Background: an optimization exercise with open tools, aiming at small area. Do not read the settings as production practice.
Where RTL was checked, it was by simulation tests only, not by an equivalence proof against the original.
The clock input has no modelled driver; a real chip could not lean on it and would need a root buffer or a full tree.
Power figures rest on the tool's default switching activity, not on a simulated workload.

==> flow/design.v <==
module servo(input clk, input rst, output reg PWM, input [1:0] boton_cambiar_grados);
  localparam [21:0] CMASK = 22'h0;
  reg  [21:0] cst;                   
  wire [21:0] contador = cst ^ CMASK;
  function lt_const(input [21:0] x, input [21:0] k);
    integer i;
    begin
      lt_const = 1'b0;
      for (i = 0; i < 22; i = i + 1)
        lt_const = k[i] ? (~x[i] | lt_const) : (~x[i] & lt_const);
    end
  endfunction
  wire wrap = contador[21] & contador[11] & contador[9] & contador[8] & contador[5];
  wire run  = |boton_cambiar_grados;
  reg [21:0] nxt;
  reg        c;
  integer    i;
  always @(*) begin
    c = run;
    for (i = 0; i < 22; i = i + 1) begin
      nxt[i] = contador[i] ^ c;
      c = contador[i] & c;
    end
  end
  always @(posedge clk) begin
    if (rst) begin
      PWM <= 1'b0;
      cst <= CMASK;
    end else begin
      case (boton_cambiar_grados)
        2'd0: PWM <= 1'b1;
        2'd1: PWM <= lt_const(contador, 22'd75_000);
        2'd2: PWM <= lt_const(contador, 22'd150_000) | ~lt_const(contador, 22'd1_850_000);
        2'd3: PWM <= lt_const(contador, 22'd240_000);
      endcase
      cst <= (wrap ? 22'd0 : nxt) ^ CMASK;
    end
  end
endmodule
module ultrasonido1(input ultra, input clk, input rst, input echo,
                    output reg done, output reg trigger, output [15:0] distance);
  localparam [9:0] TRIG_X = 10'd209;
  localparam [9:0] TMASK  = 10'h2AA;
  reg  [9:0] tst;                    
  wire [9:0] tsr = tst ^ TMASK;
  wire       tx  = (tsr == TRIG_X);
  always @(posedge clk) begin
    if (rst | ultra) begin
      tst <= TRIG_X ^ TMASK;
      trigger <= 1'b0;
    end else begin
      tst <= {tsr[8:0], tsr[9] ^ tsr[6] ^ tx} ^ TMASK;
      trigger <= trigger ^ tx;
    end
  end
  localparam [12:0] ECHO_A = 13'h13bb;
  localparam [12:0] EMASK  = 13'h0AAA;
  localparam [9:0]  QMASK  = 10'h0;
  localparam [4:0]  PMASK  = 5'h0;
  reg  [12:0] est;                   
  reg  [9:0]  qst;                   
  reg  [4:0]  pst;                   
  wire [12:0] esr = est ^ EMASK;
  wire [9:0]  qn  = qst ^ QMASK;     
  wire [4:0]  ph  = pst ^ PMASK;
  reg         hi;                    
  reg  [9:0]  dreg;                  
  reg long_gap;
  always @(*) begin
    case (ph)
      5'd2, 5'd5, 5'd8, 5'd11, 5'd14, 5'd17: long_gap = 1'b1;
      default: long_gap = 1'b0;
    endcase
  end
  wire step = (&esr[12:1]) & (esr[0] ^ long_gap);
  reg [9:0] dec;
  reg [4:0] inc;
  reg       c;
  integer   i;
  always @(*) begin
    c = 1'b1;
    for (i = 0; i < 10; i = i + 1) begin
      dec[i] = qn[i] ^ c;
      c = ~qn[i] & c;
    end
    c = 1'b1;
    for (i = 0; i < 5; i = i + 1) begin
      inc[i] = ph[i] ^ c;
      c = ph[i] & c;
    end
  end
  always @(posedge clk) begin
    if (rst | ~echo) begin
      est <= ECHO_A ^ EMASK;
      qst <= QMASK;
      pst <= PMASK;
    end else if (step) begin
      est <= ECHO_A ^ EMASK;
      qst <= dec ^ QMASK;
      pst <= ((ph[4] & ph[0]) ? 5'd1 : inc) ^ PMASK;    
    end else begin
      est <= {esr[11:0], esr[12] ^ esr[3] ^ esr[2] ^ esr[0]} ^ EMASK;
    end
  end
  always @(posedge clk) begin
    if (rst) begin
      hi <= 1'b0;
      done <= 1'b0;
      dreg <= 10'd0;
    end else begin
      hi <= echo;
      done <= ~echo;
      if (~echo & hi)
        dreg <= qn;
    end
  end
  assign distance = {{6{|dreg}}, dreg};
endmodule
module radar(input clk, input rst, input echo, input [1:0] boton_cambiar_grados,
             output done, output trigger, output [15:0] distance, output PWM, input ultra);
  servo servo (.clk(clk), .rst(rst), .PWM(PWM), .boton_cambiar_grados(boton_cambiar_grados));
  ultrasonido1 ultrasonido2 (.ultra(ultra), .clk(clk), .rst(rst), .echo(echo), .done(done),
                             .trigger(trigger), .distance(distance));
endmodule
clock: 25.0 ns
lec_check: 0
abc_area: 1
cap_margin: 20
core_margin: 2
core_utilization: 40
slew_margin: 20
standard.sh (not shown) runs the stock make flow with config.mk's settings and CLKGATE_MAP_FILE= SYNTH_SCRIPT=/design/flow/synth_recipe.tcl, a recipe that flattens the netlist after the stock synthesis.
==> flow/flow/run.sh <==
#!/bin/bash
# Standard ORFS layout with three changes: the port buffers use the
# smallest buffer cell, and the clock tree is a flat one (flow/cts_pre.tcl):
# the clock port drives CTS_NX * CTS_NY buffers, each driving a group of
# flip-flops.
set -euo pipefail
here=$(cd "$(dirname "$0")" && pwd)
export BUFFER_PORTS_ARGS="-buffer_cell sky130_fd_sc_hd__buf_1"
export PRE_CTS_TCL="$here/cts_pre.tcl"
export CTS_NX=2
export CTS_NY=2
export CTS_BUFCELL=sky130_fd_sc_hd__clkbuf_8
export CTS_CLOCK_NET=clk
bash standard.sh > standard.log 2>&1
==> flow/flow/cts_pre.tcl <==
rename clock_tree_synthesis orig_clock_tree_synthesis
proc clock_tree_synthesis { args } {
  set bufname $::env(CTS_BUFCELL)
  set block [ord::get_db_block]
  set db [ord::get_db]
  set master [$db findMaster $bufname]
  set clknet [$block findNet $::env(CTS_CLOCK_NET)]
  set sinks {}
  foreach it [$clknet getITerms] {
    set inst [$it getInst]
    set loc [$inst getLocation]
    lappend sinks [list [lindex $loc 0] [lindex $loc 1] $it]
  }
  # split into CTS_NX columns by x, then each column into CTS_NY rows by y
  set nx $::env(CTS_NX)
  set ny $::env(CTS_NY)
  set sinks [lsort -integer -index 0 $sinks]
  set n [llength $sinks]
  puts "flat clock tree: $n sinks in $nx x $ny groups of $bufname"
  set g 0
  for { set i 0 } { $i < $nx } { incr i } {
    set col [lrange $sinks [expr { $i * $n / $nx }] [expr { ($i + 1) * $n / $nx - 1 }]]
    set col [lsort -integer -index 1 $col]
    set m [llength $col]
    for { set j 0 } { $j < $ny } { incr j } {
      set group [lrange $col [expr { $j * $m / $ny }] [expr { ($j + 1) * $m / $ny - 1 }]]
      set sx 0
      set sy 0
      foreach s $group {
        set sx [expr { $sx + [lindex $s 0] }]
        set sy [expr { $sy + [lindex $s 1] }]
      }
      set cnt [llength $group]
      set bx [expr { $sx / $cnt }]
      set by [expr { $sy / $cnt }]
      set inst [odb::dbInst_create $block $master "clkbuf_flat_$g"]
      set net [odb::dbNet_create $block "clknet_flat_$g"]
      $net setSigType CLOCK
      foreach s $group {
        set it [lindex $s 2]
        $it disconnect
        $it connect $net
      }
      [$inst findITerm A] connect $clknet
      [$inst findITerm X] connect $net
      $inst setLocation $bx $by
      $inst setPlacementStatus PLACED
      puts "  clkbuf_flat_$g: $cnt sinks at ($bx, $by)"
      incr g
    }
  }
  set_propagated_clock [all_clocks]
}
Then changed:
--- a/flow/design.v
+++ b/flow/design.v
@@ -52,13 +52,13 @@
       tst <= {tsr[8:0], tsr[9] ^ tsr[6] ^ tx} ^ TMASK;
       trigger <= trigger ^ tx;
     end
   end
   localparam [12:0] ECHO_A = 13'h13bb;
   localparam [12:0] EMASK  = 13'h0AAA;
-  localparam [9:0]  QMASK  = 10'h0;
+  localparam [9:0]  QMASK  = 10'h3FF;
   localparam [4:0]  PMASK  = 5'h0;
   reg  [12:0] est;                   
   reg  [9:0]  qst;                   
   reg  [4:0]  pst;                   
   wire [12:0] esr = est ^ EMASK;
   wire [9:0]  qn  = qst ^ QMASK;     
=> Synthesized cell count went down by 2.4%. Routed wire length shrinks by 4.6%. Global-route usage is lower by 0.57 points. Area after synthesis is about the same. Die area is about the same. Power is about the same. Critical path depth is unchanged. Maximum frequency is about the same.
The RTL of the second run of this note was laid out without a check of its function. No run of this note takes its clock network from TritonCTS; it comes from the design's own scripts or RTL.

---

radar, a different RTL version from the one above (not shown whole).
For scale: about 500 cells after synthesis, ~70 flip-flops, roughly 25 I/O pins, ~3800 sq um of cells after synthesis.
==> module ultrasonido1, before the edit <==
module ultrasonido1(input ultra, input clk, input rst, input echo,
                    output reg done, output reg trigger, output [15:0] distance);
  localparam [9:0] TRIG_X = 10'd209;
  reg  [9:0] tsr;
  wire       tx = (tsr == TRIG_X);
  always @(posedge clk) begin
    if (rst | ultra) begin
      tsr <= TRIG_X;
      trigger <= 1'b0;
    end else begin
      tsr <= {tsr[8:0], tsr[9] ^ tsr[6] ^ tx};
      trigger <= trigger ^ tx;
    end
  end
  localparam [12:0] ECHO_A = 13'h13bb;
  reg  [12:0] esr;
  reg  [9:0]  qn;       
  reg         hi;       
  reg  [9:0]  dreg;     
  reg long_gap;
  always @(*) begin
      case (qn)
        10'd344, 10'd347, 10'd350, 10'd353, 10'd356, 10'd359, 10'd361, 10'd364,
        10'd367, 10'd370, 10'd373, 10'd376, 10'd378, 10'd381, 10'd384, 10'd387,
        10'd390, 10'd393, 10'd395, 10'd398, 10'd401, 10'd404, 10'd407, 10'd410,
        10'd412, 10'd415, 10'd418, 10'd421, 10'd424, 10'd427, 10'd429, 10'd432,
        10'd435, 10'd438, 10'd441, 10'd444, 10'd446, 10'd449, 10'd452, 10'd455,
        10'd458, 10'd461, 10'd463, 10'd466, 10'd469, 10'd472, 10'd475, 10'd478,
        10'd480, 10'd483, 10'd486, 10'd489, 10'd492, 10'd495, 10'd497, 10'd500,
        10'd503, 10'd506, 10'd509, 10'd512, 10'd514, 10'd517, 10'd520, 10'd523,
        10'd526, 10'd529, 10'd531, 10'd534, 10'd537, 10'd540, 10'd543, 10'd546,
        10'd548, 10'd551, 10'd554, 10'd557, 10'd560, 10'd563, 10'd565, 10'd568,
        10'd571, 10'd574, 10'd577, 10'd580, 10'd582, 10'd585, 10'd588, 10'd591,
        10'd594, 10'd597, 10'd599, 10'd602, 10'd605, 10'd608, 10'd611, 10'd614,
        10'd616, 10'd619, 10'd622, 10'd625, 10'd628, 10'd631, 10'd633, 10'd636,
        10'd639, 10'd642, 10'd645, 10'd648, 10'd650, 10'd653, 10'd656, 10'd659,
        10'd662, 10'd665, 10'd667, 10'd670, 10'd673, 10'd676, 10'd679, 10'd682,
        10'd684, 10'd687, 10'd690, 10'd693, 10'd696, 10'd699, 10'd701, 10'd704,
        10'd707, 10'd710, 10'd713, 10'd716, 10'd718, 10'd721, 10'd724, 10'd727,
        10'd730, 10'd733, 10'd735, 10'd738, 10'd741, 10'd744, 10'd747, 10'd750,
        10'd752, 10'd755, 10'd758, 10'd761, 10'd764, 10'd767, 10'd769, 10'd772,
        10'd775, 10'd778, 10'd781, 10'd784, 10'd786, 10'd789, 10'd792, 10'd795,
        10'd798, 10'd801, 10'd803, 10'd806, 10'd809, 10'd812, 10'd815, 10'd818,
        10'd820, 10'd823, 10'd826, 10'd829, 10'd832, 10'd835, 10'd837, 10'd840,
        10'd843, 10'd846, 10'd849, 10'd852, 10'd854, 10'd857, 10'd860, 10'd863,
        10'd866, 10'd869, 10'd871, 10'd874, 10'd877, 10'd880, 10'd883, 10'd886,
        10'd888, 10'd891, 10'd894, 10'd897, 10'd900, 10'd903, 10'd905, 10'd908,
        10'd911, 10'd914, 10'd917, 10'd920, 10'd922, 10'd925, 10'd928, 10'd931,
        10'd934, 10'd937, 10'd939, 10'd942, 10'd945, 10'd948, 10'd951, 10'd954,
        10'd956, 10'd959, 10'd962, 10'd965, 10'd968, 10'd971, 10'd973, 10'd976,
        10'd979, 10'd982, 10'd985, 10'd988, 10'd990, 10'd993, 10'd996, 10'd999,
        10'd1002, 10'd1005, 10'd1007, 10'd1010, 10'd1013, 10'd1016, 10'd1019, 10'd1022: long_gap = 1'b1;
        default: long_gap = 1'b0;
      endcase
  end
  wire step = (&esr[12:1]) & (esr[0] ^ long_gap);
  reg [9:0] dec;
  reg       borrow;
  integer   i;
  always @(*) begin
    borrow = 1'b1;
    for (i = 0; i < 10; i = i + 1) begin
      dec[i] = qn[i] ^ borrow;
      borrow = ~qn[i] & borrow;
    end
  end
  always @(posedge clk) begin
    if (rst | ~echo) begin
      esr <= ECHO_A;
      qn <= 10'd0;
    end else if (step) begin
      esr <= ECHO_A;
      qn <= dec;
    end else begin
      esr <= {esr[11:0], esr[12] ^ esr[3] ^ esr[2] ^ esr[0]};
    end
  end
  always @(posedge clk) begin
    if (rst) begin
      hi <= 1'b0;
      done <= 1'b0;
      dreg <= 10'd0;
    end else begin
      hi <= echo;
      done <= ~echo;
      if (~echo & hi)
        dreg <= qn;
    end
  end
  assign distance = {{6{|dreg}}, dreg};
endmodule
clock: 25.0 ns
lec_check: 0
abc_area: 1
cap_margin: 20
core_margin: 2
core_utilization: 40
slew_margin: 20
run.sh (not shown) runs the stock make flow with config.mk's settings and CLKGATE_MAP_FILE= SYNTH_SCRIPT=/design/flow/synth_recipe.tcl, a recipe that flattens the netlist after the stock synthesis.
Stock flow here: none of the scripts above is used.
Then changed:
==> flow/design.v (replaced) <==
module servo(input clk, input rst, output reg PWM, input [1:0] boton_cambiar_grados);
  reg [21:0] contador;
  function lt_const(input [21:0] x, input [21:0] k);
    integer i;
    begin
      lt_const = 1'b0;
      for (i = 0; i < 22; i = i + 1)
        lt_const = k[i] ? (~x[i] | lt_const) : (~x[i] & lt_const);
    end
  endfunction
  wire wrap = contador[21] & contador[11] & contador[9] & contador[8] & contador[5];
  wire run  = |boton_cambiar_grados;
  reg [21:0] inc;
  reg        carry;
  integer    i;
  always @(*) begin
    carry = run;
    for (i = 0; i < 22; i = i + 1) begin
      inc[i] = contador[i] ^ carry;
      carry  = contador[i] & carry;
    end
  end
  always @(posedge clk) begin
    if (rst) begin
      PWM <= 1'b0;
      contador <= 22'd0;
    end else begin
      case (boton_cambiar_grados)
        2'd0: PWM <= 1'b1;
        2'd1: PWM <= lt_const(contador, 22'd75_000);
        2'd2: PWM <= lt_const(contador, 22'd150_000) | ~lt_const(contador, 22'd1_850_000);
        2'd3: PWM <= lt_const(contador, 22'd240_000);
      endcase
      contador <= wrap ? 22'd0 : inc;
    end
  end
endmodule
module ultrasonido1(input ultra, input clk, input rst, input echo,
                    output reg done, output reg trigger, output [15:0] distance);
  localparam [9:0] TRIG_X = 10'd209;
  reg  [9:0] tsr;
  wire       tx = (tsr == TRIG_X);
  always @(posedge clk) begin
    if (rst | ultra) begin
      tsr <= TRIG_X;
      trigger <= 1'b0;
    end else begin
      tsr <= {tsr[8:0], tsr[9] ^ tsr[6] ^ tx};
      trigger <= trigger ^ tx;
    end
  end
  localparam [12:0] ECHO_A = 13'h13bb;
  reg  [12:0] esr;
  reg  [9:0]  qn;       
  reg  [4:0]  ph;
  reg         hi;       
  reg  [9:0]  dreg;     
  reg long_gap;
  always @(*) begin
    case (ph)
      5'd2, 5'd5, 5'd8, 5'd11, 5'd14, 5'd17: long_gap = 1'b1;
      default: long_gap = 1'b0;
    endcase
  end
  wire step = (&esr[12:1]) & (esr[0] ^ long_gap);
  reg [9:0] dec;
  reg       borrow;
  reg [4:0] inc;
  reg       carry;
  integer   i;
  always @(*) begin
    borrow = 1'b1;
    for (i = 0; i < 10; i = i + 1) begin
      dec[i] = qn[i] ^ borrow;
      borrow = ~qn[i] & borrow;
    end
    carry = 1'b1;
    for (i = 0; i < 5; i = i + 1) begin
      inc[i] = ph[i] ^ carry;
      carry = ph[i] & carry;
    end
  end
  always @(posedge clk) begin
    if (rst | ~echo) begin
      esr <= ECHO_A;
      qn <= 10'd0;
      ph <= 5'd0;
    end else if (step) begin
      esr <= ECHO_A;
      qn <= dec;
      ph <= (ph[4] & ph[0]) ? 5'd1 : inc;    
    end else begin
      esr <= {esr[11:0], esr[12] ^ esr[3] ^ esr[2] ^ esr[0]};
    end
  end
  always @(posedge clk) begin
    if (rst) begin
      hi <= 1'b0;
      done <= 1'b0;
      dreg <= 10'd0;
    end else begin
      hi <= echo;
      done <= ~echo;
      if (~echo & hi)
        dreg <= qn;
    end
  end
  assign distance = {{6{|dreg}}, dreg};
endmodule
module radar(input clk, input rst, input echo, input [1:0] boton_cambiar_grados,
             output done, output trigger, output [15:0] distance, output PWM, input ultra);
  servo servo (.clk(clk), .rst(rst), .PWM(PWM), .boton_cambiar_grados(boton_cambiar_grados));
  ultrasonido1 ultrasonido2 (.ultra(ultra), .clk(clk), .rst(rst), .echo(echo), .done(done),
                             .trigger(trigger), .distance(distance));
endmodule
=> Final area fell by roughly a tenth; first-iteration DRC count fell by well over a third; global-route usage fell by 2.4 points; die area fell by about a fifth; sequential share of layout area rose by 6.7 points.
Function was not checked in any run of this note: the RTL went through the layout flow alone.

re-timing with driven ports:
The results above use ideal ports. As a check the final layouts listed here were re-extracted and re-timed, cells and wires unchanged.
Step 1 sets driving cells, clkbuf_16 on the clock port and buf_2 on the other inputs (assumed; they add their load-dependent delay and slew).
Step 2, shift: input delay + t, output delay - t, t = (earliest + latest rising clock arrival at the registers) / 2. This alone moves slack from input paths to output paths.
Three values: ideal ports, drivers, drivers and shift; two values: the first two.
run | t, ns | setup WS [ns] | worst hold slack (ns)
the first run of note 1 | 0.224 | 15.711 / 15.748 / 15.525 | 0.398 / 0.398 / 0.398
the second run of note 1 | 0.223 | 15.692 / 15.731 / 15.508 | 0.397 / 0.397 / 0.397
the first run of note 2 | 0.366 | 15.535 / 15.542 / 15.175 | 0.422 / 0.422 / 0.422
the second run of note 2 | 0.362 | 15.677 / 15.685 / 15.322 | 0.422 / 0.422 / 0.422
After both steps every run listed still meets setup and hold. The setup slack of the first run of note 2, which loses most, moves by +0.007 ns with the drivers and by -0.360 ns with both steps.
